This is an optimization exercise on Yosys and OpenROAD, whose aim is small area, a short achievable clock period and few clock cycles per item, not a production implementation.
Where RTL was checked, it was by simulation tests only, not by an equivalence proof against the original.
Power is estimated from default activity; no workload was simulated.

// rvv_div
module rvv_div #(
  parameter int K   = 2,          
  parameter int ADD = 1           
) (
  input  logic         clk,
  input  logic         rst_n,
  input  logic         in_valid,
  input  logic [2:0]   in_rob_entry,
  input  logic [5:0]   in_funct6,
  input  logic [2:0]   in_funct3,
  input  logic [2:0]   in_eew,
  input  logic [127:0] in_vs1,
  input  logic [127:0] in_vs2,
  input  logic [31:0]  in_rs1,
  output logic         out_valid,
  output logic [2:0]   out_rob_entry,
  output logic [127:0] out_data,
  input  logic         out_ready
);
Size in the first run: about 4600 cells after synthesis, about 0.040 sq mm of cells after synthesis.
Settings: LEC_CHECK=0, CAP_MARGIN=40, CORE_MARGIN=2, CORE_UTILIZATION=45, SETUP_SLACK_MARGIN=5, SLEW_MARGIN=40; clock period 11.5 ns.
run.sh (not shown) runs the stock make flow with config.mk's settings and CLKGATE_MAP_FILE= SYNTH_SCRIPT=/design/flow/synth_recipe.tcl, a recipe that flattens the netlist after the stock synthesis.
Then changed:
--- a/flow/design.v
+++ b/flow/design.v
@@ -449,22 +449,23 @@
   logic   [(128/8)-1:0]                rt_strobe; 
 }RT2VRF_t;
 typedef struct packed {
   logic   [$clog2(8)-1:0]      trap_uop_rob_entry;
 } TRAP_t;  
 typedef enum logic [0:0]{
   DIV_SIGN, 
   DIV_ZERO
 } DIV_SIGN_SRC_e;   
 module rvv_div #(
-  parameter int K   = 2,          
-  parameter int ADD = 1           
+  parameter int K   = 1,          
+  parameter int ADD = 1,          
+  parameter int FIX = 1           
 ) (
   input  logic         clk,
   input  logic         rst_n,
   input  logic         in_valid,
   input  logic [2:0]   in_rob_entry,
   input  logic [5:0]   in_funct6,
   input  logic [2:0]   in_funct3,
   input  logic [2:0]   in_eew,
   input  logic [127:0] in_vs1,
   input  logic [127:0] in_vs2,
@@ -526,21 +527,21 @@
       add36 = {g, a ^ b ^ {g[34:0], 1'b0}};
     end
   endfunction
   logic        i_e8, i_e16, i_sgn, i_rem, i_vx;
   logic [15:0] i_st;              
   logic [7:0]  i_b  [16];         
   logic [15:0] i_bnz;             
   logic [15:0] i_sa, i_sb;        
   logic [15:0] i_bz;              
   logic [15:0] i_ci, i_neg;
-  logic [127:0] i_d, i_q;
+  logic [127:0] i_d;
   assign i_e8  = (in_eew == 3'd2);
   assign i_e16 = (in_eew == 3'd3);
   assign i_sgn = in_funct6[0];
   assign i_rem = in_funct6[1];
   assign i_vx  = in_funct3[2];
   always_comb begin
     for (int j = 0; j < 16; j++) begin
       i_st[j] = i_e8 | (i_e16 & (j % 2 == 0)) | (j % 4 == 0);
       if (i_vx) i_b[j] = i_e8 ? in_rs1[7:0] : i_e16 ? in_rs1[8*(j%2) +: 8] : in_rs1[8*(j%4) +: 8];
       else      i_b[j] = in_vs1[8*j +: 8];
@@ -550,64 +551,70 @@
       i_sa[j] = i_sgn & (i_e8 ? in_vs2[8*j+7] : i_e16 ? in_vs2[8*(j|1)+7] : in_vs2[8*(j|3)+7]);
       i_sb[j] = i_sgn & (i_e8 ? i_b[j][7]     : i_e16 ? i_b[j|1][7]       : i_b[j|3][7]);
       i_bz[j] = i_e8  ? ~i_bnz[j] :
                 i_e16 ? ~(i_bnz[j & ~1] | i_bnz[j | 1]) :
                         ~(|i_bnz[(j & ~3) +: 4]);
       i_ci[j]  = ~i_sb[j];
       i_neg[j] = i_rem ? i_sa[j] : (i_sa[j] ^ i_sb[j]) & ~i_bz[j];
       i_d[8*j +: 8] = i_sb[j] ? i_b[j] : ~i_b[j];
     end
   end
-  assign i_q = seg_neg(in_vs2, i_sa, i_st);
   logic [127:0]  d_q;             
   logic [15:0]   ci_q;            
   logic [15:0]   neg_q;           
   logic          e8_q, e16_q, rem_q;
   logic [2:0]    rob_q;
   always_ff @(posedge clk) begin
     d_q   <= i_d;
     ci_q  <= i_ci;
     neg_q <= i_neg;
     e8_q  <= i_e8;
     e16_q <= i_e16;
     rem_q <= i_rem;
     rob_q <= in_rob_entry;
   end
-  logic          run_q, done_q;
+  logic          run_q, fix_q, done_q;
   logic [CW-1:0] cnt_q;
   logic [127:0]  q_q, r_q;        
   logic [127:0]  q_it, r_it;
+  logic          need_fix;
+  assign need_fix = (FIX != 0) & (rem_q | (|neg_q));
   always_ff @(posedge clk or negedge rst_n) begin
     if (!rst_n) begin
       run_q  <= 1'b0;
+      fix_q  <= 1'b0;
       done_q <= 1'b0;
       cnt_q  <= '0;
     end else if (run_q) begin
       cnt_q <= cnt_q - 1'b1;
       if (cnt_q == '0) begin
         run_q  <= 1'b0;
-        done_q <= 1'b1;
+        fix_q  <= need_fix;
+        done_q <= ~need_fix;
       end
+    end else if (fix_q) begin
+      fix_q  <= 1'b0;
+      done_q <= 1'b1;
     end else if (done_q) begin
       if (out_ready) done_q <= 1'b0;
     end else if (in_valid) begin
       run_q <= 1'b1;
       cnt_q <= i_e8 ? CW'(8/K - 1) : i_e16 ? CW'(16/K - 1) : CW'(32/K - 1);
     end
   end
   always_ff @(posedge clk) begin
     if (run_q) begin
       q_q <= q_it;
       r_q <= r_it;
     end else if (!done_q) begin
-      q_q <= i_q;
-      r_q <= '0;
+      q_q <= nx;
+      if (!fix_q) r_q <= '0;
     end
   end
   logic [15:0] st;
   always_comb
     for (int j = 0; j < 16; j++)
       st[j] = e8_q | (e16_q & (j % 2 == 0)) | (j % 4 == 0);
   logic [127:0] r, rt, sm;
   logic [15:0]  qin, co, acc;
   logic [15:0]  qb [K];
   logic [35:0]  ga, gb;
@@ -645,14 +652,19 @@
         acc[j] = e8_q ? co[j] : e16_q ? co[j|1] : co[j|3];
         r[8*j +: 8] = acc[j] ? sm[8*j +: 8] : rt[8*j +: 8];
       end
       qb[s] = acc;
     end
     r_it = r;
     for (int i = 0; i < 128; i++)
       if (i % 8 < K && (i < 8 || st[i/8])) q_it[i] = qb[K-1-(i%8)][i/8];
       else                                 q_it[i] = q_q[i-K];
   end
+  logic         idle;
+  logic [127:0] nx;
+  assign idle = ~run_q & ~fix_q & ~done_q;
+  assign nx   = seg_neg(idle ? in_vs2 : rem_q ? r_q : q_q,
+                        idle ? i_sa : neg_q, idle ? i_st : st);
   assign out_valid     = done_q;
   assign out_rob_entry = rob_q;
-  assign out_data      = seg_neg(rem_q ? r_q : q_q, neg_q, st);
+  assign out_data      = (FIX != 0) ? q_q : nx;
 endmodule
After rerunning:
- power goes down by 44%
- sequential power goes down by about 5%
- setup slack improves by 0.28 ns
- area after synthesis goes down by about 22%
- via count goes down by 26%
- wire length goes down by 28%
- global-route usage goes down by 1.9 points
- clock-buffer cell count is unchanged
Function was not checked in any run of this note: the RTL went through the layout flow alone.

Setup of lane 2:
Another version of the RTL of rvv_div (not shown whole).
Size in the first run: ~3600 cells after synthesis, ~450 flip-flops, ~440 I/O pins, about 32000 µm² of cells after synthesis.
==> flow/config.mk <==
export PLATFORM = sky130hd
export DESIGN_NAME = rvv_div
export DESIGN_NICKNAME = rvv_div
export VERILOG_FILES = /design/flow/design.v
export SDC_FILE = /design/flow/constraint.sdc
export NUM_CORES = 8
export LEC_CHECK = 0
export CAP_MARGIN = 40
export CORE_MARGIN = 2
export CORE_UTILIZATION = 45
export SLEW_MARGIN = 40
==> flow/constraint.sdc <==
create_clock -name core_clock -period 11.5 [get_ports {clk}]
set_input_delay 2.3000 -clock core_clock [delete_from_list [all_inputs] [get_ports {clk}]]
set_output_delay 2.3000 -clock core_clock [all_outputs]
set_load 0.01 [all_outputs]
standard.sh (not shown) runs the stock make flow with config.mk's settings and CLKGATE_MAP_FILE= SYNTH_SCRIPT=/design/flow/synth_recipe.tcl, a recipe that flattens the netlist after the stock synthesis.
==> flow/flow/run.sh <==
#!/bin/bash
set -euo pipefail
bash standard.sh SETUP_SLACK_MARGIN=7.9 "BUFFER_PORTS_ARGS=-buffer_cell sky130_fd_sc_hd__buf_1" finish > standard.log 2>&1
Lane 2 went all the way through the flow, and no timing, DRC or antenna check failed.
Testbench counts of lane 2, summed over its fixed seeds: cycles 693,362, uops 32,000.
Edits applied to the flow inputs when going from lane 2 to lane 5:
--- a/flow/design.v
+++ b/flow/design.v
@@ -526,15 +526,15 @@
   endfunction
   logic        i_e8, i_e16, i_sgn, i_rem, i_vx;
   logic [15:0] i_st;              
   logic [15:0] i_sa, i_sb;        
   logic [15:0] i_sv;              
   logic        i_sr;              
   logic [31:0] i_rx;              
-  logic [127:0] i_d, i_na;
+  logic [127:0] i_d;
   assign i_e8  = (in_eew == 3'd2);
   assign i_e16 = (in_eew == 3'd3);
   assign i_sgn = in_funct6[0];
   assign i_rem = in_funct6[1];
   assign i_vx  = in_funct3[2];
   assign i_sr = i_sgn & (i_e8 ? in_rs1[7] : i_e16 ? in_rs1[15] : in_rs1[31]);
   assign i_rx = in_rs1 ^ {32{~i_sr}};
@@ -545,15 +545,28 @@
       i_sv[j] = i_sgn & (i_e8 ? in_vs1[8*j+7] : i_e16 ? in_vs1[8*(j|1)+7] : in_vs1[8*(j|3)+7]);
       i_sb[j] = i_vx ? i_sr : i_sv[j];
       i_d[8*j +: 8] = i_vx ? (i_e8  ? i_rx[7:0] :
                               i_e16 ? i_rx[8*(j%2) +: 8] : i_rx[8*(j%4) +: 8])
                            : in_vs1[8*j +: 8] ^ {8{~i_sv[j]}};
     end
   end
-  assign i_na = seg_neg(in_vs2, i_sa, i_st);
+  function automatic logic mag_bit(input logic [127:0] a, input logic sgn,
+                                   input int lsb, input int w, input int s);
+    logic below;
+    below = 1'b0;
+    for (int i = lsb; i < lsb + w - 1 - s; i++) below = below | a[i];
+    mag_bit = a[lsb+w-1-s] ^ (sgn & a[lsb+w-1] & below);
+  endfunction
+  logic [15:0] i_qn [K];
+  always_comb
+    for (int s = 0; s < K; s++)
+      for (int j = 0; j < 16; j++)
+        i_qn[s][j] = i_e8  ? mag_bit(in_vs2, i_sgn, 8*j, 8, s) :
+                     i_e16 ? mag_bit(in_vs2, i_sgn, 16*(j/2), 16, s) :
+                             mag_bit(in_vs2, i_sgn, 32*(j/4), 32, s);
   logic [127:0]  d_q;             
   logic [15:0]   ci_q;            
   logic [15:0]   sa_q;            
   logic [15:0]   st_q;            
   logic          e8_q, e16_q, rem_q;
   logic [2:0]    rob_q;
   always_ff @(posedge clk) begin
@@ -595,28 +608,22 @@
     end else if (in_valid) begin
       run_q <= 1'b1;
       cnt_q <= i_e8 ? CW'(8/K - 1) : i_e16 ? CW'(16/K - 1) : CW'(32/K - 1);
     end
   end
   always_ff @(posedge clk) begin
     first_q <= idle;
-    if (idle) begin
-      q_q <= in_vs2;
-      r_q <= '0;
-    end else if (run_q) begin
-      q_q <= q_it;
-      r_q <= r_it;
-    end else if (fix_q) begin
-      q_q <= nx;
-    end
+    r_q <= idle ? '0 : r_it;
+    if (idle)       q_q <= in_vs2;
+    else if (run_q) q_q <= q_it;
+    else if (fix_q) q_q <= nx;
     for (int s = 0; s < K; s++)
       for (int j = 0; j < 16; j++)
         if (idle)
-          qn_q[s][j] <= i_e8  ? i_na[8*j+7-s] :
-                        i_e16 ? i_na[8*(j|1)+7-s] : i_na[8*(j|3)+7-s];
+          qn_q[s][j] <= i_qn[s][j];
         else
           qn_q[s][j] <= e8_q  ? nx[8*j+7-K-s] :
                         e16_q ? nx[8*(j|1)+7-K-s] : nx[8*(j|3)+7-K-s];
   end
   logic [15:0] st, d1, bz, neg;
   assign st = st_q;
   always_comb begin
## What came out
Changes observed in lane 5 relative to lane 2: number of non-clock inverters in the layout decreased by 54 relative to the old numbers; routing usage on met2 shows an increase of 2.5 points; post-detailed-route wirelength per cell has decreased; first-pass GRT wire length shows a reduction of 4.1%.
| final non-filler cell area | lane 5 vs lane 2 | about 4% lower |
Re register-to-register slack: lane 5 and lane 2 aren't equal, and the lower value belongs to lane 2.
Relative to lane 2, clock-cell share of area has gone down in lane 5.
Fraction of layout instances using a drive strength above 1 is higher on lane 2
Non-clock buffer count in lane 5 is 67 below lane 2.
Of lane 5 and lane 2, the lower part of the total power dissipated in combinational logic belongs to lane 5.
On routed wire length: between lane 5 and lane 2, it ends up higher for lane 2.
A worst setup path startpoint of in_vs2[2] is what lane 5 shows, while in_eew[0] belongs to lane 2.
Lane 5 and lane 2 ended up with nearly the same area fraction in compound gates after synthesis.
Re initial DRC count: lane 5 and lane 2 aren't equal, and the lower value belongs to lane 5.
No functional check of the RTL was part of lane 5.

==> re-timing with driven ports <==
How much do the figures lean on ideal ports? The routed layouts below were timed once more, with nothing changed but the port constraints. Step 1 assumes that a clkbuf_16 drives the clock port and a buf_2 every other input. Step 2 adds t to the input delays and takes it off the output delays; t is the mean of the earliest and latest rising clock arrival at the registers after step 1. Input paths then give back, and output paths get back, about the clock's delay inside the block. Slacks: ideal / step 1 / step 2; pairs: ideal / step 1.
run | shift t [ns] | setup WS [ns] | worst setup path at the end | worst register clock-pin slew, ns | worst data-port slew with drivers (ns)
the first run of note 1 | 0.698 | 5.010 / 5.010 / 4.424 | input to register | 0.07 / 0.07 | 0.18
the second run of note 1 | 0.686 | 5.289 / 5.331 / 4.644 | input to register | 0.06 / 0.06 | 0.11
lane 2 | 0.684 | 7.559 / 7.585 / 6.901 | input to register | 0.07 / 0.07 | 0.17
lane 5 | 0.675 | 7.665 / 7.690 / 7.015 | input to register | 0.07 / 0.07 | 0.16
After both steps setup and hold are still met in every run listed. For lane 2, which loses most, drivers alone change the setup slack by +0.026 ns; drivers and shift together by -0.658 ns.
